From an optimization exercise on the open Yosys and OpenROAD flow, aimed at small area; shortcuts taken in it are not production practice. The RTL was checked by simulation tests, not by an equivalence proof against the original design.

## flow/design.v (module list and top-level ports; edited modules follow where they fit)
// module it_mul1: 550 lines
// module it_mul2: 244 lines
// module ImagineThinker: 281 lines
module ImagineThinker(clk,rst,inst_addr,inst_data,data_addr,data_rdata,data_wdata,data_we);
  // ...
==> flow/run.sh <==
#!/bin/bash
# synth_recipe.tcl (not shown) runs the flow's synth.tcl, then flattens the netlist and writes it again
# the make line also repeats each setting of config.mk as NAME=value (left out here)
make -C /OpenROAD-flow-scripts/flow DESIGN_CONFIG=/design/flow/config.mk WORK_HOME=/design/flow/orfs CLKGATE_MAP_FILE= SYNTH_SCRIPT=/design/flow/synth_recipe.tcl finish
==> flow/config.mk <==
export PLATFORM = sky130hd
export DESIGN_NAME = ImagineThinker
export DESIGN_NICKNAME = ImagineThinker
export VERILOG_FILES = /design/flow/design.v
export SDC_FILE = /design/flow/constraint.sdc
export NUM_CORES = 4
export LEC_CHECK = 0
export ABC_CLOCK_PERIOD_IN_PS = 10000
export CAP_MARGIN = 20
export CORE_MARGIN = 2
export CORE_UTILIZATION = 45
export SLEW_MARGIN = 20
==> flow/constraint.sdc <==
create_clock -name core_clock -period 10.0 [get_ports {clk}]
set_input_delay 2.0000 -clock core_clock [delete_from_list [all_inputs] [get_ports {clk}]]
set_output_delay 2.0000 -clock core_clock [all_outputs]
set_load 0.01 [all_outputs]
==> flow_summary_export.csv, run 1 <==
group,metric,value,unit
layout,mostFrequentLayoutCell,"edfxtp_1",
setup_path,cp_max_fo,6,
global_routing,grt_max_degree,88,
layout,inv_count,260,
die,num_rows,107,
layout,nFillCells,7366,
global_routing,grt_overflow_total,0,
global_routing,grt_use_total,38.4,%
hold_path,hold_start,"d_c[6]$_DFFE_PN_",
synth,synth_cell_types,64,
hold_path,worstHoldPathCells,0,
run,cap_violations,0,
global_routing,antenna_found_initial,12,
global_routing,grt_pass1_vias,30678,
synth,synthMuxAreaShare,1.75,%
run_status,status,"finished clean",
layout,nonClockBufferCount,315,
synth,synth_most_common_cell,"edfxtp_1",
clocking,postCtsSetupRepairBufs,1,
layout,design_area,45300,um2
die,num_io_pins,99,
clocking,cts_buffer_depth,3,
synth,synth_cells,3185,
layout,area_delta_synth_final,17.8,%
die,fp.dieW,296,um
global_routing,grtUsageMet2,59.5,%
synth,yosysSeqAreaShare,54.6,%
route,m1WireLength,58.4,mm
timing,rsz0062_at_grt,"no",
route,via_count,31307,
setup_path,crit_required,10560,ps
route,drc_errors,0,
route,avgViaCountPerCell,6.77,
layout,ff_latch_area,21000,um2
synth,syn_area,38400,um2
clocking,tritoncts,"yes",
==> run 2: changes to the inputs <==
==> flow/flow/run.sh (new file) <==
#!/bin/bash
# Own layout flow: the standard ORFS flow (standard.sh) with a copy of the
# ORFS scripts in which
#  - synthesis maps logic with an area-oriented ABC script (flow/abc_area.script);
#    flip-flops are mapped by the unchanged dfflibmap step, before ABC,
#  - port buffering uses the smallest buffer cell,
#  - clock tree synthesis inserts no dummy loads,
#  - after global routing, gates off the critical paths are downsized
#    (RECOVER_POWER).
set -euo pipefail
W=$(pwd)
S=$W/myscripts
{
  rm -rf "$S"
  cp -r "$FLOW_HOME/scripts" "$S"
  cp "$W/flow/abc_area.script" "$S/abc_speed.script"
  cp "$W/flow/abc_area.script" "$S/abc_area.script"
  sed -i 's/buffer_ports {\*}\[env_var_or_empty BUFFER_PORTS_ARGS\]/buffer_ports -buffer_cell sky130_fd_sc_hd__buf_1/' "$S/global_place.tcl"
  sed -i 's/^  -repair_clock_nets\]/  -repair_clock_nets -dont_use_dummy_load]/' "$S/cts.tcl"
  grep -n "buffer_ports" "$S/global_place.tcl"
  grep -n "dont_use_dummy_load" "$S/cts.tcl"
} > "$W/flow_setup.log" 2>&1
bash standard.sh SCRIPTS_DIR="$S" RECOVER_POWER=100 finish > "$W/flow_make.log" 2>&1
==> flow/flow/abc_area.script (new file) <==
strash
dch -f
map -a
topo
==> flow/standard.sh (new file) <==
#!/bin/bash
# synth_recipe.tcl (not shown) runs the flow's synth.tcl, then flattens the netlist and writes it again
# the make line also repeats each setting of config.mk as NAME=value (left out here)
make -C /OpenROAD-flow-scripts/flow DESIGN_CONFIG=/design/flow/config.mk WORK_HOME=/design/flow/orfs CLKGATE_MAP_FILE= SYNTH_SCRIPT=/design/flow/synth_recipe.tcl "${@:-finish}"
removed: flow/run.sh
==> run 2 against run 1 <==
Against the previous run: synthesized area shrank 2.9%; largest cell class unchanged; flip-flop and latch count stayed put; global-route usage is 4.1 points lower; hold slack got worse by 1.2 ps; now fails the layout checks on max-capacitance violations, max-slew violations; final area decreased by 3.9%; clock skew rose by 32 ps.
==> flow_summary_export.csv, run 2 <==
group,metric,value,unit
run_status,status,"finished with violations",
run_status,violations,"max-capacitance violations, max-slew violations",
timing,finalSetupViolations,0,
setup_path,critPathSlowestCell,"fa_1",
clocking,clk_pin_slew,60,ps
die,die_area,85300,um2
synth,synth_cell_types,33,
setup_path,cp_max_fo,6,
synth,ys_top_cells_by_area,"edfxtp_1, fa_1, a22oi_1",
timing,period_share,98.2,%
die,die_h,292,um
synth,synth-async-reset-ratio,0,%
timing,rsz0062_at_grt,"yes",
global_routing,grt_overflow_total,0,
die,num_io_pins,99,
setup_path,crit_required,10490,ps
synth,yosysTopAreaCell,"edfxtp_1",
synth,syn_area,37300,um2
clocking,clock_latency,680,ps
timing,fin_skew,94.9,ps
synth,synth_common_cells,"edfxtp_1, nand2_1, clkinv_1",
route,firstDrtPassIters,9,
layout,final_util,53.0,%
route,drc_errors,0,
hold_path,worst_hold_path_type,"reg2reg",
timing,drv_slew,994,
synth,yosys_warnings,1,
layout,instances_no_fill,4736,
synth,synth-main-ff-cell,"edfxtp_1",
setup_path,cp_data_arrival_time,10300,ps
setup_path,crit_path_frequent_cell,"fa_2",
synth,synth_fa_ha_area_share,13.1,%
layout,area_delta_synth_final,16.6,%
synth,synth_top_family_by_area,"compound AO/OA/AOI/OAI gates",
global_routing,grt_pass1_wl,208,mm
synth,avgSynthCellArea,11.6,um2
clocking,cts_root_buf,"clkbuf_16",
setup_path,critPathMaxStageDelay,540,ps
timing,hold_viol,0,
synth,synthSimpleGateAreaFrac,11.7,%
timing,max_freq,102,MHz
synth,synth_most_common_cell,"edfxtp_1",
synth,synth_cells,3205,
layout,largest_reg_flops,512,
timing,worstMarginPinSlew,3240,ps
synth,synth_edf_count,660,
route,drtAntennaViolNets,0,
synth,synth-compound-area-share,13.5,%
route,routed_wl,147,mm
layout,mostFrequentLayoutCell,"edfxtp_1",
synth,yosysSeqAreaShare,56.2,%
place,placed_cells,4646,
route,via_count,30324,
setup_path,startpoint_type,"flop",
die,core,82100,um2
clocking,cts_sinks,718,
die,fp.dieW,292,um
run,cap_violations,44,
synth,synth-seq-cells,718,
setup_path,worstSetupPathType,"reg2reg",
route,wl_per_cell,31.1,um
clocking,cts.hold.buffers_added,0,
die,initial_core_util,45.5,%
place,hpwl,97.9,mm
die,num_rows,105,
layout,final_cell_mix,"edfxtp_1, nand2_1, clkinv_1",
timing,fin_crit,9820,ps
place,io_buffer_count,98,
layout,regMostFlops,"rf",
synth,synth_top_area_share,53.1,%
place,gp_congestion,0.950,
timing,relSlewSlack,-116,%
global_routing,antenna_found_initial,5,
synth,synth_nets,3519,
layout,nets,3980,
clocking,numCtsBuffers,80,
global_routing,grt_max_degree,79,
clocking,cts_buffer_depth,3,
layout,drive_gt1_share,12.5,%
route,avgViaCountPerCell,6.40,
setup_path,end_kind,"flop",
timing,whs,417,ps
synth,synthMuxAreaShare,0,%
synth,synthXorXnorAreaFrac,1.36,%
clocking,htreeDepth,3,
global_routing,grt_pass1_vias,29486,
clocking,tritoncts,"yes",
global_routing,grt_use_total,34.3,%
route,drt_iter0_markers,4678,
## run 2: cell types whose count changed after synthesis, moves of 48 or more
cell,before,now
clkinv_1,1,407
inv_1,259,0
clkbuf_1,155,0
nand2_1,367,501
a22oi_1,439,319
nor2_1,201,316
o21ai_0,46,120
a221oi_1,23,88
and2_1,49,0
mux2i_1,48,0
## run 2: final cells by class
class,instances,area (um2)
well taps,1070,1340
repair buffers,379,2300
diodes,2,5.00
multi-input cells,2080,15300
clock buffers,80,2000
fillers,7248,38600
flip-flops and latches,718,21000
inverters,407,1580
## run 2: critical path, delay by kind of cell, from the launching register on
kind	cells	cell delay, ps
fa+ha+maj	18	7100
buf+inv	10	840
compound gates	6	830
simple gates	5	530
flops	1	350
## run 2: kinds of logic (layout without fill, tap and decap cells)
group | after synthesis | count (layout)
adder cells (fa/ha/maj) | 264 | 264
buffers and inverters | 407 | 866
AND/OR/NAND/NOR | 1034 | 1034
flip-flops | 718 | 718
XOR/XNOR | 58 | 58
AO/OA/AOI/OAI | 724 | 724
other | 0 | 2
## run 2: final timing paths
path	start	endpoint	slack, ps	depth (start not counted)
max reg2reg	f_c2$_DFF_P_	m_res[5]$_SDFFE_PP0N_	180	39
min	d_b[5]$_DFFE_PN_	e_b[5]$_DFFE_PN_	420	0
max	f_c2$_DFF_P_	m_res[5]$_SDFFE_PP0N_	180	39
min reg2reg	d_b[5]$_DFFE_PN_	e_b[5]$_DFFE_PN_	420	0
## run 2: per-layer routing
layer | vias to the layer above | wire [um] | share of wire (%) | track usage [%]
met5 | - | 52 | 0.035 | 0.284
met4 | 8 | 9160 | 6.2 | 17.0
met3 | 554 | 20300 | 14 | 11.1
met2 | 2292 | 63700 | 43 | 51.7
met1 | 14811 | 54000 | 37 | 44.6
li1 | 12659 | - | - | -
## run 2: through the flow
step                      worst slack [ps]  cell area (um2)  TNS, ps
after floorplan                      -12.9            37500    -12.9
after global placement                -141            41400    -1340
after detailed placement              -258            41400    -3340
after CTS                            0.956            43500        0
after global routing                  -197            43500    -2700
final                                  182            43500        0
## run 2: repair_timing
action                     in CTS  in global routing
pin swaps                      21                 54
setup endpoints to repair      33                 43
gates cloned                    0                  1
gates resized for setup        24                102
setup buffers                   2                  5
hold endpoints to repair        0                  0
==> module ImagineThinker, before the edit <==
module ImagineThinker(clk,rst,inst_addr,inst_data,data_addr,data_rdata,data_wdata,data_we);
    input clk;
    input rst;
    output [15:0] inst_addr;
    input [31:0] inst_data;
    output [15:0] data_addr;
    input [15:0] data_rdata;
    output [15:0] data_wdata;
    output data_we;
    reg [15:0] pc;
    reg [7:0]  d_op, d_a, d_b, d_c;           
    reg [7:0]  e_op, e_a, e_b, e_c;           
    reg [15:0] e_da, e_db;
    reg [15:0] m_res, m_wdata;                
    reg        m_we, m_rwe, m_ld;
    reg [4:0]  m_c;
    reg        comp;                          
    reg [3:0]  st;                            
    reg [15:0] pn1, pn2;                      
    reg [5:0]  l1, l2;                        
    reg        n1, n2;                        
    wire stall;
    function [16:0] radd16;
        input [15:0] x, y;
        input c;
        integer k;
        reg cc;
        begin
            cc = c;
            for (k = 0; k < 16; k = k + 1) begin
                radd16[k] = x[k] ^ y[k] ^ cc;
                cc = (x[k] & y[k]) | (cc & (x[k] ^ y[k]));
            end
            radd16[16] = cc;
        end
    endfunction
    function [17:0] radd17;
        input [16:0] x, y;
        input c;
        integer k;
        reg cc;
        begin
            cc = c;
            for (k = 0; k < 17; k = k + 1) begin
                radd17[k] = x[k] ^ y[k] ^ cc;
                cc = (x[k] & y[k]) | (cc & (x[k] ^ y[k]));
            end
            radd17[17] = cc;
        end
    endfunction
    function [6:0] rinc7;
        input [6:0] x;
        input c;
        integer k;
        reg cc;
        begin
            cc = c;
            for (k = 0; k < 7; k = k + 1) begin
                rinc7[k] = x[k] ^ cc;
                cc = x[k] & cc;
            end
        end
    endfunction
    function [8:0] radd8;
        input [7:0] x, y;
        input c;
        integer k;
        reg cc;
        begin
            cc = c;
            for (k = 0; k < 8; k = k + 1) begin
                radd8[k] = x[k] ^ y[k] ^ cc;
                cc = (x[k] & y[k]) | (cc & (x[k] ^ y[k]));
            end
            radd8[8] = cc;
        end
    endfunction
    function [15:0] rinc16;
        input [15:0] x;
        input c;
        integer k;
        reg cc;
        begin
            cc = c;
            for (k = 0; k < 16; k = k + 1) begin
                rinc16[k] = x[k] ^ cc;
                cc = x[k] & cc;
            end
        end
    endfunction
    function [7:0] rinc8;
        input [7:0] x;
        input c;
        integer k;
        reg cc;
        begin
            cc = c;
            for (k = 0; k < 8; k = k + 1) begin
                rinc8[k] = x[k] ^ cc;
                cc = x[k] & cc;
            end
        end
    endfunction
    reg [15:0] rf [0:31];
    wire       rf_we = m_rwe & ~stall & ~rst;
    wire [15:0] rf_wd = m_ld ? data_rdata : m_res;
    always @(posedge clk)
        if (rf_we) rf[m_c] <= rf_wd;
    reg [15:0] rd_a, rd_b;
    integer i;
    always @* begin
        rd_a = 16'd0;
        rd_b = 16'd0;
        for (i = 0; i < 32; i = i + 1) begin
            rd_a = rd_a | (rf[i] & {16{d_a[4:0] == i}});
            rd_b = rd_b | (rf[i] & {16{d_b[4:0] == i}});
        end
    end
    always @(posedge clk)
        if (rst) begin
            d_op <= 8'h08;
        end else if (~stall) begin
            d_op <= inst_data[31:24];
        end
    always @(posedge clk)
        if (~stall) begin
            d_a <= inst_data[23:16];
            d_b <= inst_data[15:8];
            d_c <= inst_data[7:0];
        end
    always @(posedge clk)
        if (rst) begin
            e_op <= 8'h08;
        end else if (~stall) begin
            e_op <= d_op;
        end
    always @(posedge clk)
        if (~stall) begin
            e_a  <= d_a;
            e_b  <= d_b;
            e_c  <= d_c;
            e_da <= rd_a;
            e_db <= rd_b;
        end
    wire [3:0] op = e_op[3:0];
    wire is_j   = (e_op == 8'hB0);
    wire is_br  = (e_op == 8'h90);
    wire is_st  = (e_op == 8'h8F);
    wire is_ld  = (e_op == 8'h9F);
    wire is_mem = is_st | is_ld;
    wire is_div = (e_op == 8'h83);
    wire is_im  = (e_op == 8'hA0);
    wire is_rwe = (e_op[7:3] == 5'b10000) | is_im | is_ld;
    wire [7:0] a1 = e_da[15:8];
    wire [7:0] a2 = e_da[7:0];
    wire [7:0] b1 = e_db[15:8];
    wire [7:0] b2 = e_db[7:0];
    wire sub  = (op == 4'd1) | ((op >= 4'd9) & (op <= 4'd14));
    wire link = (op == 4'd15);
    wire [15:0] yb  = is_mem ? {8'd0, (is_st ? e_c : e_b)} : e_db;
    wire [15:0] yv  = yb ^ {16{sub}};
    wire [8:0]  slo = radd8(a2, yv[7:0], sub);
    wire [8:0]  shi = radd8(a1, yv[15:8], (link ? slo[8] : sub));
    wire eq1 = (shi[7:0] == 8'd0);
    wire eq2 = (slo[7:0] == 8'd0);
    wire lt1 = ~shi[8];
    wire cmp_res = (op == 4'd9)  ? lt1 :
                   (op == 4'd10) ? (eq1 & eq2) :
                   (op == 4'd11) ? (lt1 | eq1) :
                   (op == 4'd12) ? ~(lt1 | eq1) :
                   (op == 4'd13) ? ~(eq1 & eq2) :
                                   ~lt1;
    wire is_cmp = (op >= 4'd9) & (op <= 4'd14);
    wire div_op = (op == 4'd3);
    assign stall = div_op & (st != 4'd1);
    reg f_c1, f_c2, f_den;
    always @(posedge clk) begin
        f_c1  <= ~rst & ~stall & (d_op[3:0] == 4'd3);
        f_c2  <= ~rst & div_op & (st == 4'd0);
        f_den <= ~rst & div_op & (st != 4'd0) & (st != 4'd1);
    end
    wire [7:0] x1 = f_den ? b1 : (f_c2 ? a2 : a1);
    wire [7:0] x2 = f_den ? b2 : (f_c2 ? a1 : a2);
    wire neg2nd = ~(f_c1 | f_den);
    wire [7:0] x2n = x2 ^ {8{neg2nd}};
    wire [16:0] u1;
    wire [7:0]  u2;
    it_mul1 mul1(.x1(x1), .x2(x2n), .y1(b1), .y2(b2), .s(neg2nd), .u(u1));
    it_mul2 mul2(.a1(a1), .a2(a2), .b1(b1), .b2(b2), .u(u2));
    wire        u1neg = u1[16];
    reg  [15:0] above;
    integer j;
    always @* begin
        above[0] = 1'b0;
        for (j = 1; j < 16; j = j + 1)
            above[j] = above[j-1] | u1[j-1];
    end
    wire [15:0] mag  = u1[15:0] ^ (above & {16{u1neg}});
    wire [15:0] den  = u1[15:0];
    wire [16:0] sm1  = radd16(pn1, den, 1'b0);
    wire [16:0] sm2  = radd16(pn2, den, 1'b0);
    wire ge1 = ~sm1[16];                       
    wire ge2 = ~sm2[16];
    wire [15:0] rn1 = ge1 ? sm1[15:0] : pn1;   
    wire [15:0] rn2 = ge2 ? sm2[15:0] : pn2;
    wire step = f_den & (st != 4'd1);
    always @(posedge clk) begin
        if (f_c1) begin
            pn1 <= ~{6'd0, mag[15:6]};
            l1  <= mag[5:0];
            n1  <= u1neg;
        end else if (step) begin
            pn1 <= {rn1[14:0], ~l1[5]};
            l1  <= {l1[4:0], ge1};
        end
        if (f_c2) begin
            pn2 <= ~{6'd0, mag[15:6]};
            l2  <= mag[5:0];
            n2  <= u1neg;
        end else if (step) begin
            pn2 <= {rn2[14:0], ~l2[5]};
            l2  <= {l2[4:0], ge2};
        end
    end
    wire [6:0] nl1 = rinc7(~{1'b0, l1}, 1'b1);
    wire [6:0] nl2 = rinc7(~{1'b0, l2}, 1'b1);
    wire [7:0] dv1_1 = n1 ? {1'b1, ~l1, 1'b1} : {1'b0, l1, 1'b1};
    wire [7:0] dv1_0 = n1 ? {nl1, 1'b0}        : {1'b0, l1, 1'b0};
    wire [7:0] dv2_1 = n2 ? {1'b1, ~l2, 1'b1} : {1'b0, l2, 1'b1};
    wire [7:0] dv2_0 = n2 ? {nl2, 1'b0}        : {1'b0, l2, 1'b0};
    wire [7:0] dv1 = ge1 ? dv1_1 : dv1_0;
    wire [7:0] dv2 = ge2 ? dv2_1 : dv2_0;
    always @(posedge clk)
        if (rst) st <= 4'd0;
        else if (div_op) st <= (st == 4'd0) ? 4'd8 : st - 4'd1;
    reg [15:0] alu;
    always @* begin
        case (op)
            4'd0, 4'd1, 4'd15: alu = {shi[7:0], slo[7:0]};
            4'd2:  alu = {u1[7:0], u2};
            4'd3:  alu = is_div ? {dv1, dv2} : 16'd0;
            4'd4:  alu = {a1, 8'd0};
            4'd5:  alu = {a2, 8'd0};
            4'd6:  alu = {a1, rinc8(~a2, 1'b1)};
            4'd7:  alu = {a1, a2};
            4'd8:  alu = 16'd0;
            default: alu = {16{cmp_res}};
        endcase
    end
    wire [15:0] result = is_im ? {e_a, e_b} : alu;
    always @(posedge clk)
        if (rst) comp <= 1'b0;
        else if (is_cmp) comp <= cmp_res;
    wire jump = is_j | (is_br & comp);
    wire [15:0] ab_hi = ~rinc16({3'b000, ~e_a, ~e_b[7:3]}, 1'b1);    
    wire [15:0] pc_inc = jump ? {ab_hi[12:0], e_b[2:0]} : 16'd4;
    wire [16:0] pc_nx = radd16(pc, pc_inc, 1'b0);
    always @(posedge clk)
        if (rst) pc <= 16'd0;
        else if (~stall) pc <= pc_nx[15:0];
    always @(posedge clk)
        if (rst) begin
            m_res <= 16'd0;
            m_we  <= 1'b0;
            m_rwe <= 1'b0;
        end else if (~stall) begin
            m_res <= result;
            m_we  <= is_st;
            m_rwe <= is_rwe;
        end
    always @(posedge clk)
        if (~stall) begin
            m_ld    <= is_ld;
            m_c     <= e_c[4:0];
            m_wdata <= e_db;
        end
    assign inst_addr  = pc;
    assign data_addr  = m_res;
    assign data_wdata = m_wdata;
    assign data_we    = m_we;
endmodule
==> run 3: changes to the inputs <==
--- a/flow/design.v
+++ b/flow/design.v
@@ -934,9 +934,13 @@
             e_a  <= d_a;
             e_b  <= d_b;
             e_c  <= d_c;
-            e_da <= rd_a;
             e_db <= rd_b;
         end
+    always @(posedge clk)
+        if (~stall)
+            e_da <= rd_a;
+        else if (f_c2)
+            e_da <= e_db;
     wire [3:0] op = e_op[3:0];
     wire is_j   = (e_op == 8'hB0);
     wire is_br  = (e_op == 8'h90);
@@ -974,8 +978,8 @@
         f_c2  <= ~rst & div_op & (st == 4'd0);
         f_den <= ~rst & div_op & (st != 4'd0) & (st != 4'd1);
     end
-    wire [7:0] x1 = f_den ? b1 : (f_c2 ? a2 : a1);
-    wire [7:0] x2 = f_den ? b2 : (f_c2 ? a1 : a2);
+    wire [7:0] x1 = f_c2 ? a2 : a1;
+    wire [7:0] x2 = f_c2 ? a1 : a2;
     wire neg2nd = ~(f_c1 | f_den);
     wire [7:0] x2n = x2 ^ {8{neg2nd}};
     wire [16:0] u1;
@@ -996,24 +1000,27 @@
     wire [16:0] sm2  = radd16(pn2, den, 1'b0);
     wire ge1 = ~sm1[16];                       
     wire ge2 = ~sm2[16];
-    wire [15:0] rn1 = ge1 ? sm1[15:0] : pn1;   
-    wire [15:0] rn2 = ge2 ? sm2[15:0] : pn2;
     wire step = f_den & (st != 4'd1);
+    wire [15:0] ld_pn = ~{6'd0, mag[15:6]};
+    wire [15:0] pn1_t = f_c1 ? ld_pn : {sm1[14:0], ~l1[5]};
+    wire [15:0] pn1_f = f_c1 ? ld_pn : {pn1[14:0], ~l1[5]};
+    wire [15:0] pn2_t = f_c2 ? ld_pn : {sm2[14:0], ~l2[5]};
+    wire [15:0] pn2_f = f_c2 ? ld_pn : {pn2[14:0], ~l2[5]};
     always @(posedge clk) begin
+        if (f_c1 | step)
+            pn1 <= ge1 ? pn1_t : pn1_f;
         if (f_c1) begin
-            pn1 <= ~{6'd0, mag[15:6]};
             l1  <= mag[5:0];
             n1  <= u1neg;
         end else if (step) begin
-            pn1 <= {rn1[14:0], ~l1[5]};
             l1  <= {l1[4:0], ge1};
         end
+        if (f_c2 | step)
+            pn2 <= ge2 ? pn2_t : pn2_f;
         if (f_c2) begin
-            pn2 <= ~{6'd0, mag[15:6]};
             l2  <= mag[5:0];
             n2  <= u1neg;
         end else if (step) begin
-            pn2 <= {rn2[14:0], ~l2[5]};
             l2  <= {l2[4:0], ge2};
         end
     end
@@ -1023,8 +1030,6 @@
     wire [7:0] dv1_0 = n1 ? {nl1, 1'b0}        : {1'b0, l1, 1'b0};
     wire [7:0] dv2_1 = n2 ? {1'b1, ~l2, 1'b1} : {1'b0, l2, 1'b1};
     wire [7:0] dv2_0 = n2 ? {nl2, 1'b0}        : {1'b0, l2, 1'b0};
-    wire [7:0] dv1 = ge1 ? dv1_1 : dv1_0;
-    wire [7:0] dv2 = ge2 ? dv2_1 : dv2_0;
     always @(posedge clk)
         if (rst) st <= 4'd0;
         else if (div_op) st <= (st == 4'd0) ? 4'd8 : st - 4'd1;
@@ -1033,7 +1038,7 @@
         case (op)
             4'd0, 4'd1, 4'd15: alu = {shi[7:0], slo[7:0]};
             4'd2:  alu = {u1[7:0], u2};
-            4'd3:  alu = is_div ? {dv1, dv2} : 16'd0;
+            4'd3:  alu = 16'd0;
             4'd4:  alu = {a1, 8'd0};
             4'd5:  alu = {a2, 8'd0};
             4'd6:  alu = {a1, rinc8(~a2, 1'b1)};
@@ -1043,6 +1048,10 @@
         endcase
     end
     wire [15:0] result = is_im ? {e_a, e_b} : alu;
+    wire [15:0] res_t = result | (is_div ? {dv1_1, dv2_1} : 16'd0);
+    wire [15:0] res_f = result | (is_div ? {dv1_0, dv2_0} : 16'd0);
+    wire [15:0] mr_t = rst ? 16'd0 : (stall ? m_res : res_t);
+    wire [15:0] mr_f = rst ? 16'd0 : (stall ? m_res : res_f);
     always @(posedge clk)
         if (rst) comp <= 1'b0;
         else if (is_cmp) comp <= cmp_res;
@@ -1053,13 +1062,15 @@
     always @(posedge clk)
         if (rst) pc <= 16'd0;
         else if (~stall) pc <= pc_nx[15:0];
+    always @(posedge clk) begin
+        m_res[15:8] <= ge1 ? mr_t[15:8] : mr_f[15:8];
+        m_res[7:0]  <= ge2 ? mr_t[7:0]  : mr_f[7:0];
+    end
     always @(posedge clk)
         if (rst) begin
-            m_res <= 16'd0;
             m_we  <= 1'b0;
             m_rwe <= 1'b0;
         end else if (~stall) begin
-            m_res <= result;
             m_we  <= is_st;
             m_rwe <= is_rwe;
         end
--- a/flow/flow/run.sh
+++ b/flow/flow/run.sh
@@ -5,8 +5,6 @@
 #    flip-flops are mapped by the unchanged dfflibmap step, before ABC,
 #  - port buffering uses the smallest buffer cell,
 #  - clock tree synthesis inserts no dummy loads,
-#  - after global routing, gates off the critical paths are downsized
-#    (RECOVER_POWER).
 set -euo pipefail
 W=$(pwd)
 S=$W/myscripts
@@ -20,4 +18,4 @@
   grep -n "buffer_ports" "$S/global_place.tcl"
   grep -n "dont_use_dummy_load" "$S/cts.tcl"
 } > "$W/flow_setup.log" 2>&1
-bash standard.sh SCRIPTS_DIR="$S" RECOVER_POWER=100 finish > "$W/flow_make.log" 2>&1
+bash standard.sh SCRIPTS_DIR="$S" finish > "$W/flow_make.log" 2>&1
==> run 3 against run 2 <==
Against the previous run: the run now finishes clean; global-route usage fell by 4.0 points; hold slack got worse by 4.1 ps; synthesized area rose by 0.92%; sequential share of layout area rose by 0.25 points; critical path depth fell by 5.
==> flow_summary_export.csv, run 3 <==
group,metric,value,unit
place,hpwl,93.4,mm
setup_path,crit_path_frequent_cell,"fa_1",
synth,synth_cells,3219,
setup_path,cp_data_arrival_time,10050,ps
global_routing,grt_use_total,30.3,%
setup_path,cp_max_fo,5,
layout,final_cell_mix,"edfxtp_1, nand2_1, clkinv_1",
die,die_area,86000,um2
setup_path,critPathSlowestCell,"fa_2",
timing,whs,413,ps
hold_path,hold_start,"d_c[3]$_DFFE_PN_",
timing,drv_slew,0,
place,io_buffer_count,98,
timing,fin_skew,96.3,ps
timing,max_freq,103,MHz
synth,synth_cell_types,37,
synth,synth_common_cells,"edfxtp_1, nand2_1, clkinv_1",
setup_path,end_kind,"flop",
clocking,cts_root_buf,"clkbuf_16",
route,drt_iter0_markers,3494,
layout,largest_reg_flops,512,
synth,synth-main-ff-cell,"edfxtp_1",
global_routing,grt_pass1_wl,189,mm
clocking,clock_latency,660,ps
synth,yosysSeqAreaShare,56.1,%
die,die_h,293,um
timing,hold_viol,0,
die,core,83300,um2
synth,ys_top_cells_by_area,"edfxtp_1, fa_1, nand2_1",
die,num_io_pins,99,
layout,nFillCells,7370,
timing,period_share,97.1,%
route,routed_wl,130,mm
die,num_rows,106,
layout,ff_latch_area,21200,um2
synth,synth_nets,3533,
clocking,cts.hold.buffers_added,0,
place,dp_slack,-207,ps
timing,fin_crit,9710,ps
setup_path,critPathLaunch,"f_c2$_DFF_P_",
global_routing,grt_max_degree,57,
route,via_count,28689,
global_routing,grt_overflow_total,0,
timing,finalSetupViolations,0,
layout,mostFrequentLayoutCell,"edfxtp_1",
hold_path,worst_hold_path_type,"reg2reg",
route,wl_per_cell,27.5,um
timing,worstMarginPinSlew,1060,ps
run,cap_violations,0,
layout,instances_no_fill,4729,
setup_path,startpoint_type,"flop",
global_routing,grt_pass1_vias,28303,
place,placed_cells,4635,
timing,relSlewSlack,29.4,%
place,gp_congestion,1.00,
clocking,cts_buffer_depth,3,
die,fp.dieW,293,um
layout,nets,3964,
layout,regMostFlops,"rf",
setup_path,worstSetupPathType,"reg2reg",
setup_path,crit_required,10340,ps
route,avgViaCountPerCell,6.07,
layout,multi_input_area,15100,um2
setup_path,critPathMaxStageDelay,580,ps
timing,fin_ws,293,ps
clocking,htreeDepth,3,
synth,synth_top_area_share,53.9,%
clocking,clk_pin_slew,70,ps
synth,yosysTopAreaCell,"edfxtp_1",
synth,syn_area,37700,um2
clocking,tritoncts,"yes",
synth,synth_edf_count,676,
run_status,status,"finished clean",
route,drc_errors,0,
die,initial_core_util,45.2,%
clocking,cts_sinks,718,
route,firstDrtPassIters,6,
synth,synth-async-reset-ratio,0,%
route,drtAntennaViolNets,0,
global_routing,antenna_found_initial,3,
synth,yosys_warnings,1,
synth,synth_most_common_cell,"edfxtp_1",
synth,synth-seq-cells,718,
setup_path,r2r_start,"f_c2$_DFF_P_",
layout,drive_gt1_share,13.1,%
layout,area_delta_synth_final,15.9,%
synth,avgSynthCellArea,11.7,um2
clocking,numCtsBuffers,80,
run 3: cell count changes after synthesis, moves of 16 or more:
cell,previous run,this run
a22oi_1,319,162
o2111ai_1,7,28
nand4_1,111,57
a32oi_1,0,16
nand2_1,501,584
clkinv_1,407,458
mux2_2,0,16
nor2_1,316,262
o211ai_1,8,28
a221oi_1,88,157
dfxtp_1,58,42
a21oi_1,96,67
edfxtp_1,660,676
run 3: what timing repair did:
| item | CTS | global route |
|---|---|---|
| resized for setup | 12 | 62 |
| endpoints found under the setup margin | 25 | 48 |
| buffers inserted | 1 | 12 |
| pin swaps | 2 | 28 |
run 3: stage by stage:
| step | instance area (um2) | utilization, % | TNS (ps) |
|---|---|---|---|
| final | 43600 | 52.4 | 0 |
| after global routing | 43600 | 52.4 | -126 |
| after CTS | 43400 | 52.1 | 0 |
| after detailed placement | 41300 | 49.6 | -2520 |
| after global placement | 41300 | 49.6 | -85.9 |
| after floorplan | 37800 | - | 0 |
run 3: area by class of cell:
class | count | share of cell area, %
diodes | 1 | 0.00573
repair buffers | 349 | 5.26
multi-input cells | 2043 | 34.6
flip-flops and latches | 718 | 48.5
well taps | 1080 | 3.10
clock buffers | 80 | 4.59
inverters | 458 | 4.01
run 3: kinds of logic after synthesis:
logic type                 count (synthesis)  synth area share [%]
adders and majority gates                264                  13.0
xor gates and xnor gates                  67                  1.56
DFF                                      718                  56.1
AOI/OAI and AO/OA                        690                  13.4
and+or+nand+nor                         1003                  10.8
buffers and inverters                    458                  4.56
muxes                                     19                 0.558
run 3: critical path, delay by kind of cell (launching register included):
kind	cells	cell delay, ps
flip-flops	1	370
adder cells (fa/ha/maj)	17	7210
AO/OA/AOI/OAI	5	600
buffers and inverters	7	690
AND/OR/NAND/NOR	5	550
run 3: path summary, 6_finish.rpt:
kind                         to  slack [ps]  cells past startpoint
min            e_c[3]$_DFFE_PN_         410                      0
max reg2reg  m_res[6]$_DFFE_PP_         290                     34
max          m_res[6]$_DFFE_PP_         290                     34
min reg2reg    e_c[3]$_DFFE_PN_         410                      0
run 3: metal layers:
layer | vias to the layer above | part of all wire, % | global-route usage [%]
met3 | 360 | 8.3 | 5.39
met5 | - | 0.014 | 0
met2 | 1473 | 47 | 49.2
met4 | 2 | 5.6 | 15.3
li1 | 12582 | - | -
met1 | 14272 | 39 | 39.2
==> run 4: changes to the inputs <==
--- a/flow/flow/run.sh
+++ b/flow/flow/run.sh
@@ -4,7 +4,7 @@
 #  - synthesis maps logic with an area-oriented ABC script (flow/abc_area.script);
 #    flip-flops are mapped by the unchanged dfflibmap step, before ABC,
 #  - port buffering uses the smallest buffer cell,
-#  - clock tree synthesis inserts no dummy loads,
+#  - clock tree synthesis inserts no dummy loads.
 set -euo pipefail
 W=$(pwd)
 S=$W/myscripts
==> run 4 against run 3 <==
Against the previous run: sequential share of layout area is the same; setup slack is the same; first-iteration DRC count stayed put; still clean; synthesized cell count unchanged; highest routed layer unchanged.
==> flow_summary_export.csv, run 4 <==
group,metric,value,unit
layout,regMostFlops,"rf",
synth,synth_nets,3533,
timing,max_freq,103,MHz
die,die_h,293,um
setup_path,rrSetupSlack,290,ps
die,num_io_pins,99,
route,drc_errors,0,
timing,fin_crit,9710,ps
synth,synth-main-ff-cell,"edfxtp_1",
global_routing,grt_pass1_wl,189,mm
synth,synth-seq-cells,718,
synth,yosysTopAreaCell,"edfxtp_1",
die,num_rows,106,
place,gp_congestion,1.00,
route,routed_wl,130,mm
synth,synth-async-reset-ratio,0,%
clocking,clk_pin_slew,70,ps
clocking,clock_latency,660,ps
setup_path,crit_path_frequent_cell,"fa_1",
synth,avgSynthCellArea,11.7,um2
timing,fin_skew,96.3,ps
layout,instances_no_fill,4729,
clocking,cts_buffer_depth,3,
place,hpwl,93.4,mm
layout,final_cell_mix,"edfxtp_1, nand2_1, clkinv_1",
die,fp.dieW,293,um
synth,synth_top_area_share,53.9,%
setup_path,r2r_start,"f_c2$_DFF_P_",
timing,whs,413,ps
timing,finalSetupViolations,0,
route,avgViaCountPerCell,6.07,
synth,synth_most_common_cell,"edfxtp_1",
clocking,tritoncts,"yes",
route,drt_iter0_markers,3494,
timing,hold_viol,0,
synth,synth_cells,3219,
timing,worstMarginPinSlew,1060,ps
run_status,status,"finished clean",
layout,mostFrequentLayoutCell,"edfxtp_1",
place,placed_cells,4635,
timing,fin_ws,293,ps
global_routing,grt_use_total,30.3,%
clocking,numCtsBuffers,80,
setup_path,crit_required,10340,ps
place,dp_slack,-207,ps
setup_path,r2r-end,"m_res[6]$_DFFE_PP_",
synth,yosysSeqAreaShare,56.1,%
synth,ys_top_cells_by_area,"edfxtp_1, fa_1, nand2_1",
hold_path,min_to,"e_c[3]$_DFFE_PN_",
synth,synth_common_cells,"edfxtp_1, nand2_1, clkinv_1",
timing,fin_tns_setup,0,ps
place,io_buffer_count,98,
hold_path,worstHoldPathCells,0,
setup_path,end_kind,"flop",
setup_path,cp_data_arrival_time,10050,ps
setup_path,critPathMaxStageDelay,580,ps
synth,syn_area,37700,um2
setup_path,worstSetupPathType,"reg2reg",
die,initial_core_util,45.2,%
layout,drive_gt1_share,13.1,%
synth,yosys_warnings,1,
clocking,htreeDepth,3,
clocking,cts.hold.buffers_added,0,
layout,largest_reg_flops,512,
clocking,cts_sinks,718,
setup_path,rr_worst_depth,34,
route,firstDrtPassIters,6,
route,via_count,28689,
timing,drv_slew,0,
timing,relSlewSlack,29.4,%
setup_path,startpoint_type,"flop",
synth,synth_cell_types,37,
route,wl_per_cell,27.5,um
synth,synth_edf_count,676,
route,drtAntennaViolNets,0,
timing,period_share,97.1,%
global_routing,antenna_found_initial,3,
layout,nets,3964,
die,die_area,86000,um2
setup_path,critPathSlowestCell,"fa_2",
hold_path,hold_start,"d_c[3]$_DFFE_PN_",
global_routing,grt_max_degree,57,
hold_path,worst_hold_path_type,"reg2reg",
clocking,cts_root_buf,"clkbuf_16",
run,cap_violations,0,
layout,area_delta_synth_final,15.9,%
global_routing,grt_overflow_total,0,
die,core,83300,um2
setup_path,cp_max_fo,5,
global_routing,grt_pass1_vias,28303,
==> run 4: cell counts after synthesis <==
Identical to the previous run, type by type.
==> run 4: how the worst max path moves through the flow <==
stage,startpoint,to,depth (start not counted)
after floorplan,e_op[3]$_SDFFE_PP1N_,m_res[10]$_DFFE_PP_,41
after global placement,e_op[0]$_SDFFE_PP0N_,m_res[12]$_DFFE_PP_,42
after detailed placement,e_op[0]$_SDFFE_PP0N_,m_res[11]$_DFFE_PP_,42
after CTS,e_op[0]$_SDFFE_PP0N_,m_res[13]$_DFFE_PP_,43
after global routing,f_c2$_DFF_P_,pn2[9]$_DFFE_PP_,41
final,f_c2$_DFF_P_,m_res[6]$_DFFE_PP_,34
==> run 4: kinds of logic (layout without fill, tap and decap cells) <==
kind of cell	Yosys count	count (layout)	share of synthesized area [%]
buffers and inverters	458	887	4.56
adders and majority gates	264	264	13.0
AOI/OAI and AO/OA	690	690	13.4
other	0	1	0
xor gates and xnor gates	67	67	1.56
and+or+nand+nor	1003	1003	10.8
DFF	718	718	56.1
muxes	19	19	0.558
==> run 4: per-stage QoR <==
step	instance area, um2	utilization, %
floorplan	37800	-
finish	43600	52.4
detailed placement	41300	49.6
global placement	41300	49.6
global route	43600	52.4
CTS	43400	52.1
==> run 4: final cells by class <==
type                            count  area [um2]
Fill cell                        7370       39700
Sequential cell                   718       21200
Multi-Input combinational cell   2043       15100
Timing Repair Buffer              349        2300
Clock buffer                       80        2000
Inverter                          458        1750
Tap cell                         1080        1350
Antenna cell                        1        2.50
==> run 4: repair_timing <==
item / 4_1_cts / 5_1_grt
endpoints found under the setup margin: 25 / 48
pin swaps: 2 / 28
gates resized for setup: 12 / 62
hold endpoints to repair: 0 / 0
buffers inserted: 1 / 12
==> run 4: routing by layer <==
layer  wire length [um]  track usage (%)
met2              61200             49.2
met1              50800             39.2
met4               7310             15.3
met3              10800             5.39
met5                 18                0
==> run 4: critical path: cells and delay by family, from the launching register on <==
kind	cells	cell delay, ps
AO/OA/AOI/OAI	5	600
AND/OR/NAND/NOR	5	550
flip-flops	1	370
adder cells (fa/ha/maj)	17	7210
buffers and inverters	7	690
==> run 5: changes to the inputs <==
--- a/flow/design.v
+++ b/flow/design.v
@@ -793,6 +793,30 @@
     assign u[7] = m2_115;
 endmodule
 `timescale 1ns / 1ps
+module Reg_Block(clk, we, waddr, wdata, raddr_a, raddr_b, rdata_a, rdata_b);
+    input         clk;
+    input         we;
+    input  [4:0]  waddr;
+    input  [15:0] wdata;
+    input  [4:0]  raddr_a, raddr_b;
+    output [15:0] rdata_a, rdata_b;
+    reg [15:0] rfn [0:31];
+    always @(posedge clk)
+        if (we) rfn[waddr] <= ~wdata;
+    reg [15:0] ta, tb;
+    integer i;
+    always @* begin
+        ta = 16'hffff;
+        tb = 16'hffff;
+        for (i = 0; i < 32; i = i + 1) begin
+            ta = ta & (rfn[i] | {16{raddr_a != i}});
+            tb = tb & (rfn[i] | {16{raddr_b != i}});
+        end
+    end
+    assign rdata_a = ~ta;
+    assign rdata_b = ~tb;
+endmodule
+`timescale 1ns / 1ps
 module ImagineThinker(clk,rst,inst_addr,inst_data,data_addr,data_rdata,data_wdata,data_we);
     input clk;
     input rst;
@@ -896,21 +920,11 @@
             end
         end
     endfunction
-    reg [15:0] rf [0:31];
     wire       rf_we = m_rwe & ~stall & ~rst;
     wire [15:0] rf_wd = m_ld ? data_rdata : m_res;
-    always @(posedge clk)
-        if (rf_we) rf[m_c] <= rf_wd;
-    reg [15:0] rd_a, rd_b;
-    integer i;
-    always @* begin
-        rd_a = 16'd0;
-        rd_b = 16'd0;
-        for (i = 0; i < 32; i = i + 1) begin
-            rd_a = rd_a | (rf[i] & {16{d_a[4:0] == i}});
-            rd_b = rd_b | (rf[i] & {16{d_b[4:0] == i}});
-        end
-    end
+    wire [15:0] rd_a, rd_b;
+    Reg_Block regs(.clk(clk), .we(rf_we), .waddr(m_c), .wdata(rf_wd),
+                   .raddr_a(d_a[4:0]), .raddr_b(d_b[4:0]), .rdata_a(rd_a), .rdata_b(rd_b));
     always @(posedge clk)
         if (rst) begin
             d_op <= 8'h08;
--- a/flow/flow/run.sh
+++ b/flow/flow/run.sh
@@ -4,7 +4,10 @@
 #  - synthesis maps logic with an area-oriented ABC script (flow/abc_area.script);
 #    flip-flops are mapped by the unchanged dfflibmap step, before ABC,
 #  - port buffering uses the smallest buffer cell,
-#  - clock tree synthesis inserts no dummy loads.
+#  - clock tree synthesis inserts no dummy loads,
+#  - synthesis keeps the module hierarchy through technology mapping
+#    (SYNTH_HIERARCHICAL=1, then flattened by the standard flow's synthesis script as usual),
+#    so that each module is mapped on its own.
 set -euo pipefail
 W=$(pwd)
 S=$W/myscripts
@@ -18,4 +21,4 @@
   grep -n "buffer_ports" "$S/global_place.tcl"
   grep -n "dont_use_dummy_load" "$S/cts.tcl"
 } > "$W/flow_setup.log" 2>&1
-bash standard.sh SCRIPTS_DIR="$S" finish > "$W/flow_make.log" 2>&1
+bash standard.sh SCRIPTS_DIR="$S" SYNTH_HIERARCHICAL=1 finish > "$W/flow_make.log" 2>&1
--- a/flow/config.mk
+++ b/flow/config.mk
@@ -9,4 +9,6 @@
 export CAP_MARGIN = 20
 export CORE_MARGIN = 2
 export CORE_UTILIZATION = 45
+export CTS_BUF_LIST = sky130_fd_sc_hd__clkbuf_4
+export GPL_TIMING_DRIVEN = 0
 export SLEW_MARGIN = 20
==> run 5 against run 4 <==
Against the previous run: still clean; register-to-register slack worse by 60 ps; clock skew up 59 ps; critical path depth up 8; flip-flop and latch count unchanged; global-route usage up 0.43 points; critical path type unchanged; critical endpoint is now pn2[9]$_DFFE_PP_.
==> flow_summary_export.csv, run 5 <==
group,metric,value,unit
synth,synthMuxAreaShare,0.629,%
synth,synth-compound-area-share,12.6,%
setup_path,cp_data_arrival_time,10520,ps
die,num_io_pins,99,
route,wl_per_cell,28.7,um
setup_path,r2r_start,"e_db[12]$_DFFE_PN_",
route,drtAntennaViolNets,0,
synth,synth_common_cells,"edfxtp_1, o22ai_1, clkinv_1",
timing,max_freq,102,MHz
clocking,tritoncts,"yes",
synth,avgSynthCellArea,12.2,um2
layout,regMostFlops,"regs.rfn",
route,routed_wl,129,mm
hold_path,worst_hold_path_type,"reg2reg",
die,fp.dieW,289,um
global_routing,antenna_found_initial,7,
timing,worstMarginPinSlew,1290,ps
synth,synthXorXnorAreaFrac,1.58,%
layout,area_delta_synth_final,14.5,%
timing,relSlewSlack,13.1,%
global_routing,grt_pass1_wl,185,mm
timing,whs,409,ps
die,num_rows,104,
setup_path,worstSetupPathType,"reg2reg",
timing,finalSetupViolations,0,
global_routing,grt_max_degree,56,
place,hpwl,86.0,mm
setup_path,crit_required,10760,ps
synth,synth-seq-cells,718,
route,drt_iter0_markers,3778,
clocking,cts_sinks,718,
timing,period_share,97.6,%
synth,synth_most_common_cell,"edfxtp_1",
clocking,cts_root_buf,"clkbuf_4",
clocking,numCtsBuffers,183,
route,avgViaCountPerCell,6.41,
route,firstDrtPassIters,9,
synth,synth-async-reset-ratio,0,%
layout,largest_reg_flops,512,
synth,synthSimpleGateAreaFrac,9.94,%
setup_path,critPathMaxStageDelay,740,ps
die,die_h,289,um
setup_path,critPathLaunch,"e_db[12]$_DFFE_PN_",
global_routing,grt_pass1_vias,28568,
layout,drive_gt1_share,16.8,%
synth,yosysTopAreaCell,"edfxtp_1",
timing,fin_tns_setup,0,ps
clocking,clk_pin_slew,70,ps
place,gp_congestion,0.937,
synth,yosysSeqAreaShare,57.8,%
place,placed_cells,4204,
global_routing,grt_overflow_total,0,
synth,yosys_warnings,8,
timing,hold_viol,0,
timing,drv_slew,0,
run,cap_violations,0,
synth,ys_top_cells_by_area,"edfxtp_1, fa_1, o22ai_1",
setup_path,startpoint_type,"flop",
layout,mostFrequentLayoutCell,"edfxtp_1",
synth,synth_nets,3319,
timing,fin_crit,9760,ps
run_status,status,"finished clean",
global_routing,grt_use_total,30.7,%
die,core,80500,um2
synth,synth_top_area_share,55.5,%
timing,fin_ws,238,ps
synth,synth-main-ff-cell,"edfxtp_1",
synth,synth_cell_types,31,
layout,instances_no_fill,4493,
setup_path,end_kind,"flop",
die,initial_core_util,45.4,%
place,io_buffer_count,98,
synth,synth_top_family_by_area,"adder cells",
route,via_count,28797,
clocking,clock_latency,1030,ps
layout,nets,3744,
setup_path,cp_max_fo,11,
clocking,htreeDepth,4,
synth,synth_edf_count,676,
setup_path,critPathSlowestCell,"edfxtp_1",
synth,synth_fa_ha_area_share,13.4,%
clocking,cts.hold.buffers_added,0,
clocking,cts_buffer_depth,3,
timing,fin_skew,155,ps
place,dp_slack,-1780,ps
layout,final_cell_mix,"edfxtp_1, o22ai_1, nand2_1",
setup_path,crit_path_frequent_cell,"fa_2",
route,drc_errors,0,
synth,synth_cells,3005,
hold_path,hold_start,"d_a[6]$_DFFE_PN_",
die,die_area,83600,um2
synth,syn_area,36600,um2
## run 5: critical path: cells and delay by family (launching register included)
| family | cells | cell delay, ps |
|---|---|---|
| xor+xnor | 1 | 220 |
| buf+inv | 7 | 800 |
| flops | 1 | 740 |
| compound gates | 11 | 1490 |
| simple gates | 6 | 630 |
| fa+ha+maj | 17 | 5740 |
## run 5: cells by family (layout without fill, tap and decap cells)
group / count (synthesis) / count (layout)
compound gates: 742 / 742
xor+xnor: 66 / 66
fa+ha+maj: 264 / 264
buf+inv: 374 / 796
flops: 718 / 718
mux: 21 / 21
other cells: 0 / 5
simple gates: 820 / 821
## run 5: metrics by stage
step                      area, um2  utilization [%]
after global placement        38400             47.6
final                         41900             52.0
after detailed placement      39100             48.6
after CTS                     41300             51.3
after floorplan               36700                -
after global routing          41900             52.0
## run 5: area by class of cell
cell class / instances / area (um2)
flip-flops and latches: 718 / 21200
repair buffers: 237 / 1790
repair inverters: 3 / 22.5
multi-input cells: 1914 / 14700
diodes: 5 / 12.5
clock buffers: 183 / 1370
plain buffers: 24 / 196
inverters: 349 / 1360
fillers: 7042 / 38600
well taps: 1060 / 1330
## run 5: worst paths after layout
check / end / slack (ps) / cells past startpoint
worst max register to register: pn2[9]$_DFFE_PP_ / 240 / 42
worst min register to register: e_a[6]$_DFFE_PN_ / 410 / 0
worst min-delay path: e_a[6]$_DFFE_PN_ / 410 / 0
worst max-delay path: pn2[9]$_DFFE_PP_ / 240 / 42
## run 5: what timing repair did
item | 4_1_cts | 5_1_grt
endpoints found under the setup margin | 61 | 48
setup buffers | 62 | 33
gates resized for setup | 81 | 77
cloned | 1 | 3
pin swaps | 15 | 41
## run 5: Yosys stat by module (local to each module, per instance)
module / cell area, um2 / flops+latches / times used
it_mul1: 3730 / 0 / 1
Reg_Block: 20300 / 512 / 1
ImagineThinker: 11000 / 206 / 1
it_mul2: 1610 / 0 / 1
## run 5: per-layer routing
layer	part of all wire (%)	track usage, %	vias up
met2	48	50.7	1937
met5	0.027	0	-
met1	36	37.9	14189
met3	10	6.80	446
li1	-	-	12219
met4	5.9	16.0	6
==> run 6: changes to the inputs <==
--- a/flow/config.mk
+++ b/flow/config.mk
@@ -10,5 +10,4 @@
 export CORE_MARGIN = 2
 export CORE_UTILIZATION = 45
 export CTS_BUF_LIST = sky130_fd_sc_hd__clkbuf_4
-export GPL_TIMING_DRIVEN = 0
 export SLEW_MARGIN = 20
==> run 6 against run 5 <==
Against the previous run: utilization down 0.58 points; first-iteration DRC count fell by 9.6%; sequential share of layout area rose by 0.55 points; register-to-register slack improved by 100 ps; fmax grew 1.0%.
==> flow_summary_export.csv, run 6 <==
group,metric,value,unit
place,hpwl,88.5,mm
global_routing,grt_pass1_wl,186,mm
route,drc_errors,0,
timing,period_share,96.6,%
synth,synth_cells,3005,
clocking,tritoncts,"yes",
clocking,htreeDepth,4,
synth,ys_top_cells_by_area,"edfxtp_1, fa_1, o22ai_1",
timing,fin_skew,152,ps
route,avgViaCountPerCell,6.32,
synth,synth-seq-cells,718,
route,routed_wl,130,mm
setup_path,setup.worst_path.end,"pn1[2]$_DFFE_PP_",
route,firstDrtPassIters,8,
synth,synth_cell_types,31,
clocking,cts_buffer_depth,3,
run_status,status,"finished clean",
synth,yosys_warnings,8,
setup_path,crit_required,10770,ps
setup_path,r2r_start,"f_c2$_DFF_P_",
setup_path,worst-path-buf-inv,9,
place,io_buffer_count,98,
setup_path,critPathLaunch,"f_c2$_DFF_P_",
synth,synth_most_common_cell,"edfxtp_1",
synth,synth_top_area_share,55.5,%
timing,fin_ws,339,ps
setup_path,crit_path_frequent_cell,"fa_1",
die,num_rows,104,
setup_path,cp_max_fo,16,
global_routing,antenna_found_initial,5,
clocking,clk_pin_slew,70,ps
setup_path,critPathMaxStageDelay,550,ps
timing,hold_viol,0,
setup_path,rr_worst_depth,34,
setup_path,startpoint_type,"flop",
global_routing,grt_use_total,30.9,%
synth,yosysTopAreaCell,"edfxtp_1",
synth,syn_area,36600,um2
setup_path,crit_family,"adder cells",
synth,avgSynthCellArea,12.2,um2
clocking,cts_root_buf,"clkbuf_4",
setup_path,rrSetupSlack,340,ps
setup_path,r2r-end,"pn1[2]$_DFFE_PP_",
layout,mostFrequentLayoutCell,"edfxtp_1",
route,wl_per_cell,28.6,um
hold_path,worst_hold_path_type,"reg2reg",
global_routing,grt_overflow_total,0,
global_routing,grt_max_degree,54,
layout,drive_gt1_share,14.6,%
setup_path,cp_data_arrival_time,10430,ps
layout,final_cell_mix,"edfxtp_1, o22ai_1, clkinv_1",
timing,finalSetupViolations,0,
synth,synth-async-reset-ratio,0,%
place,placed_cells,4317,
route,drt_iter0_markers,3415,
clocking,cts.hold.buffers_added,0,
route,m1WireLength,48.4,mm
route,dr_wl_met3,12.2,mm
route,top_layer,"met5",
synth,yosysSeqAreaShare,57.8,%
timing,relSlewSlack,16.4,%
timing,drv_slew,0,
die,core,80500,um2
route,dr_wl_met2,61.7,mm
timing,worstMarginPinSlew,1240,ps
setup_path,critPathSlowestCell,"fa_1",
synth,synth_common_cells,"edfxtp_1, o22ai_1, clkinv_1",
die,initial_core_util,45.4,%
die,num_io_pins,99,
place,gp_congestion,0.982,
setup_path,end_kind,"flop",
clocking,numCtsBuffers,190,
die,die_h,289,um
die,fp.dieW,289,um
route,drtAntennaViolNets,0,
global_routing,grt_pass1_vias,28195,
place,dp_slack,-242,ps
setup_path,worst-path-stages,34,
route,via_count,28678,
synth,synth_edf_count,676,
timing,fin_crit,9660,ps
run,cap_violations,0,
layout,nets,3783,
clocking,cts_sinks,718,
die,die_area,83600,um2
layout,area_delta_synth_final,13.2,%
synth,synth_nets,3319,
synth,synth-main-ff-cell,"edfxtp_1",
layout,largest_reg_flops,512,
layout,regMostFlops,"regs.rfn",
setup_path,worstSetupPathType,"reg2reg",
clocking,clock_latency,1090,ps
timing,max_freq,104,MHz
layout,instances_no_fill,4536,
run 6: cell counts after synthesis:
Identical to the previous run, type by type.
run 6: cell type report:
type	instances	area, um2
Fill cell	7125	39100
Antenna cell	9	22.5
Inverter	349	1340
Multi-Input combinational cell	1914	14300
Timing Repair inverter	1	5.00
Tap cell	1060	1330
Timing Repair Buffer	295	1920
Sequential cell	718	21100
Clock buffer	190	1430
run 6: logic make-up after synthesis:
kind of cell               Yosys count  synth area share, %
and+or+nand+nor                    820                 9.94
AOI/OAI and AO/OA                  742                 12.6
DFF                                718                 57.8
buffers and inverters              374                 4.09
adders and majority gates          264                 13.4
xor gates and xnor gates            66                 1.58
muxes                               21                0.629
run 6: Yosys stat by module (local to each module, per instance):
module / copies in the design / cell area, um2
it_mul2: 1 / 1610
Reg_Block: 1 / 20300
it_mul1: 1 / 3730
ImagineThinker: 1 / 11000
run 6: metrics by stage:
stage,TNS (ps),hold WS [ps],cell area (um2),utilization [%]
finish,0,342,41400,51.4
floorplan,0,399,36700,-
global placement,-778,403,39500,49.1
detailed placement,-2910,407,39600,49.1
CTS,0,337,41100,51.0
global route,-135,365,41400,51.4
run 6: worst reg2reg max path: cells and delay by family, from the launching register on:
family	cells	cell delay, ps
AOI/OAI and AO/OA	3	400
xor gates and xnor gates	1	190
adders and majority gates	17	7060
buffers and inverters	9	1010
DFF	1	390
and+or+nand+nor	4	410
run 6: worst min path at each step:
stage               depth (start not counted)  slack [ps]                 start               end
floorplan                                   1         400  d_op[3]$_SDFFE_PP1N_      f_c1$_DFF_P_
global placement                            0         400      d_a[5]$_DFFE_PN_  e_a[5]$_DFFE_PN_
detailed placement                          0         410      d_a[5]$_DFFE_PN_  e_a[5]$_DFFE_PN_
CTS                                         0         340      d_c[0]$_DFFE_PN_  e_c[0]$_DFFE_PN_
global route                                0         360      d_c[0]$_DFFE_PN_  e_c[0]$_DFFE_PN_
finish                                      0         340      d_c[0]$_DFFE_PN_  e_c[0]$_DFFE_PN_
run 6: layer usage:
metal  vias to the layer above  GRT usage (%)
met5                         -              0
met4                         4           16.4
met3                       374           7.02
met2                      1802           49.9
met1                     14213           38.9
li1                      12285              -
run 6: timing repair:
item	in CTS	in global routing
endpoints found under the hold margin	0	0
setup buffers	6	8
setup endpoints to repair	22	34
gates cloned	0	2
pin swaps	5	14
gates resized for setup	17	60
==> run 7: changes to the inputs <==
==> flow/flow/abc_area.script (replaced) <==
strash
dch -f
map -a
strash
dch -f
map -a
topo
--- a/flow/config.mk
+++ b/flow/config.mk
@@ -8,6 +8,8 @@
 export ABC_CLOCK_PERIOD_IN_PS = 10000
 export CAP_MARGIN = 20
 export CORE_MARGIN = 2
-export CORE_UTILIZATION = 45
+export CORE_UTILIZATION = 50
 export CTS_BUF_LIST = sky130_fd_sc_hd__clkbuf_4
+export CTS_CLUSTER_DIAMETER = 60
+export CTS_CLUSTER_SIZE = 7
 export SLEW_MARGIN = 20
==> run 7 against run 6 <==
Against the previous run: register-to-register slack improved by 20 ps; utilization grew 5.1 points; setup slack better by 17 ps; final area is 0.94% lower; routed wire length grew 1.4%; via count is 0.71% lower; synthesized cell count decreased by 0.67%; critical path depth grew 10; clock skew up 51 ps; still clean.
==> flow_summary_export.csv, run 7 <==
group,metric,value,unit
run_status,status,"finished clean",
run,cap_violations,0,
clocking,tritoncts,"yes",
setup_path,critPathMaxStageDelay,540,ps
setup_path,startpoint_type,"flop",
clocking,cts_root_buf,"clkbuf_4",
synth,synth_most_common_cell,"edfxtp_1",
clocking,clock_latency,990,ps
layout,regMostFlops,"regs.rfn",
route,avgViaCountPerCell,6.53,
synth,synth_fa_ha_area_share,13.4,%
setup_path,crit_required,10610,ps
synth,synthXorXnorAreaFrac,1.61,%
setup_path,critPathSlowestCell,"fa_1",
layout,largest_reg_flops,512,
hold_path,min_to,"e_c[3]$_DFFE_PN_",
synth,synth_top_area_share,55.6,%
layout,nets,3709,
die,core,72600,um2
setup_path,worstSetupPathType,"reg2reg",
setup_path,crit_path_frequent_cell,"fa_2",
clocking,cts_buffer_depth,3,
clocking,cts.hold.buffers_added,0,
die,fp.dieW,274,um
synth,synth-async-reset-ratio,0,%
setup_path,cp_data_arrival_time,10260,ps
layout,drive_gt1_share,14.3,%
route,drtAntennaViolNets,0,
synth,yosys_warnings,8,
die,die_area,75200,um2
die,initial_core_util,50.3,%
synth,synth-compound-area-share,13.0,%
route,wl_per_cell,30.1,um
timing,relSlewSlack,7.61,%
layout,design_area,41000,um2
global_routing,grt_pass1_vias,28127,
hold_path,worst_hold_path_type,"reg2reg",
die,num_rows,99,
hold_path,worstHoldPathCells,0,
setup_path,r2r-end,"pn1[9]$_DFFE_PP_",
route,firstDrtPassIters,6,
route,routed_wl,131,mm
synth,synth_cells,2985,
place,placed_area,39600,um2
timing,finalSetupViolations,0,
timing,fin_skew,203,ps
place,hpwl,91.6,mm
global_routing,grt_max_degree,77,
timing,worstMarginPinSlew,1370,ps
route,via_count,28474,
clocking,clk_pin_slew,70,ps
timing,max_freq,104,MHz
setup_path,r2r_start,"f_den$_DFF_P_",
synth,ys_top_cells_by_area,"edfxtp_1, fa_1, o22ai_1",
synth,synthMuxAreaShare,0.493,%
timing,hold_viol,0,
route,drt_iter0_markers,3608,
die,die_h,274,um
synth,yosysSeqAreaShare,57.9,%
clocking,numCtsBuffers,115,
synth,synth_top_family_by_area,"adder cells",
synth,synth_edf_count,676,
timing,drv_slew,0,
setup_path,end_kind,"flop",
synth,synth-main-ff-cell,"edfxtp_1",
place,gp_congestion,0.973,
setup_path,rrSetupSlack,360,ps
clocking,htreeDepth,3,
synth,synthSimpleGateAreaFrac,9.42,%
clocking,cts_sinks,718,
timing,period_share,96.4,%
layout,area_delta_synth_final,12.4,%
timing,fin_crit,9640,ps
synth,synth_cell_types,34,
route,drc_errors,0,
timing,whs,423,ps
synth,avgSynthCellArea,12.2,um2
synth,syn_area,36500,um2
die,num_io_pins,99,
place,io_buffer_count,98,
layout,mostFrequentLayoutCell,"edfxtp_1",
synth,synth_nets,3299,
global_routing,grt_overflow_total,0,
hold_path,hold_start,"d_c[3]$_DFFE_PN_",
global_routing,antenna_found_initial,6,
synth,synth-seq-cells,718,
synth,synth_common_cells,"edfxtp_1, o22ai_1, clkinv_1",
synth,yosysTopAreaCell,"edfxtp_1",
global_routing,grt_pass1_wl,188,mm
setup_path,cp_max_fo,9,
layout,final_cell_mix,"edfxtp_1, o22ai_1, clkinv_1",
global_routing,grt_use_total,34.7,%
setup_path,rr_worst_depth,44,
[run 7: cell count changes in the layout (fill, tap and decap cells not counted), moves of 8 or more]
cell,previous run,this run
fa_2,13,29
o22ai_1,518,542
clkbuf_4,190,115
fa_1,200,184
buf_4,185,206
nand2_1,318,292
nand3_1,104,82
nor2_1,209,196
inv_2,8,16
[run 7: repair_timing]
item | in CTS | in global routing
buffers inserted | 4 | 12
setup endpoints to repair | 24 | 43
cloned | 0 | 2
pin swaps | 0 | 23
resized for setup | 17 | 86
[run 7: cell type report]
type,count,area [um2]
Antenna cell,9,22.5
Clock buffer,115,863
Fill cell,6162,31500
Inverter,359,1380
Multi-Input combinational cell,1884,14300
Sequential cell,718,21100
Tap cell,959,1200
Timing Repair Buffer,316,2170
Timing Repair inverter,1,5.00
[run 7: critical path, delay by kind of cell (launching register included)]
kind | cells | cell delay [ps]
fa+ha+maj | 16 | 5500
compound gates | 12 | 1580
buf+inv | 12 | 1230
xor+xnor | 2 | 390
flops | 1 | 330
simple gates | 2 | 290
[run 7: cells by family (layout without fill, tap and decap cells)]
logic type      after synthesis  after routing
simple gates                772            773
compound gates              764            764
flops                       718            718
buf+inv                     384            791
fa+ha+maj                   264            264
xor+xnor                     67             67
mux                          16             16
other cells                   0              9
[run 7: routing by layer]
layer | up-vias | global-route usage, % | wire length (um)
li1 | 12103 | - | -
met1 | 14172 | 43.8 | 47800
met2 | 1775 | 56.9 | 63000
met3 | 422 | 6.69 | 12300
met4 | 2 | 18.9 | 8260
met5 | - | 0 | 9
[run 7: per-module statistics from Yosys, one instance, submodules excluded]
module	times used	cells	cell area, um2	flip-flops and latches
ImagineThinker	1	1002	10900	206
Reg_Block	1	1341	20300	512
it_mul1	1	434	3730	0
it_mul2	1	208	1610	0
[run 7: worst max path at each step]
stage | startpoint | cells past startpoint | end
after floorplan | e_da[1]$_DFFE_PP_ | 36 | m_res[6]$_DFFE_PP_
after global placement | e_da[8]$_DFFE_PP_ | 36 | m_res[6]$_DFFE_PP_
after detailed placement | e_da[8]$_DFFE_PP_ | 35 | m_res[6]$_DFFE_PP_
after CTS | e_op[0]$_SDFFE_PP0N_ | 40 | m_res[2]$_DFFE_PP_
after global routing | f_den$_DFF_P_ | 45 | pn1[9]$_DFFE_PP_
final | f_den$_DFF_P_ | 44 | pn1[9]$_DFFE_PP_
[run 7: through the flow]
stage / util, % / setup slack [ps] / setup TNS [ps] / cells
finish: 56.6 / 356 / 0 / 4361
global route: 56.5 / -130 / -493 / 4358
CTS: 55.8 / 8.58 / 0 / 4332
detailed placement: 54.5 / -218 / -2050 / 4213
global placement: 54.5 / -36.8 / -44.5 / 4212
floorplan: - / -0.205 / -0.205 / 2985

-- what the ideal ports hide --
No port has a modelled driver above. Below, the same layouts with a new extraction and two added sets of constraints. Step 1 sets driving cells, clkbuf_16 on the clock port and buf_2 on the other inputs (assumed; they add their load-dependent delay and slew). Step 2, shift: input delay + t, output delay - t, t = (earliest + latest rising clock arrival at the registers) / 2. This alone moves slack from input paths to output paths. Three values: ideal, step 1, step 2; two values: the first two.
| run | shift t [ns] | setup slack, ns | clock arrival spread, ns |
|---|---|---|---|
| run 1 | 0.736 | 0.261 / 0.261 / 0.261 | 0.066 / 0.065 |
| run 2 | 0.683 | 0.182 / 0.182 / 0.182 | 0.115 / 0.115 |
| run 3 | 0.680 | 0.293 / 0.293 / 0.293 | 0.098 / 0.098 |
| run 4 | 0.680 | 0.293 / 0.293 / 0.293 | 0.098 / 0.098 |
| run 5 | 1.018 | 0.238 / 0.238 / 0.238 | 0.156 / 0.155 |
| run 6 | 1.076 | 0.339 / 0.339 / 0.339 | 0.163 / 0.164 |
| run 7 | 0.964 | 0.356 / 0.356 / 0.356 | 0.204 / 0.203 |
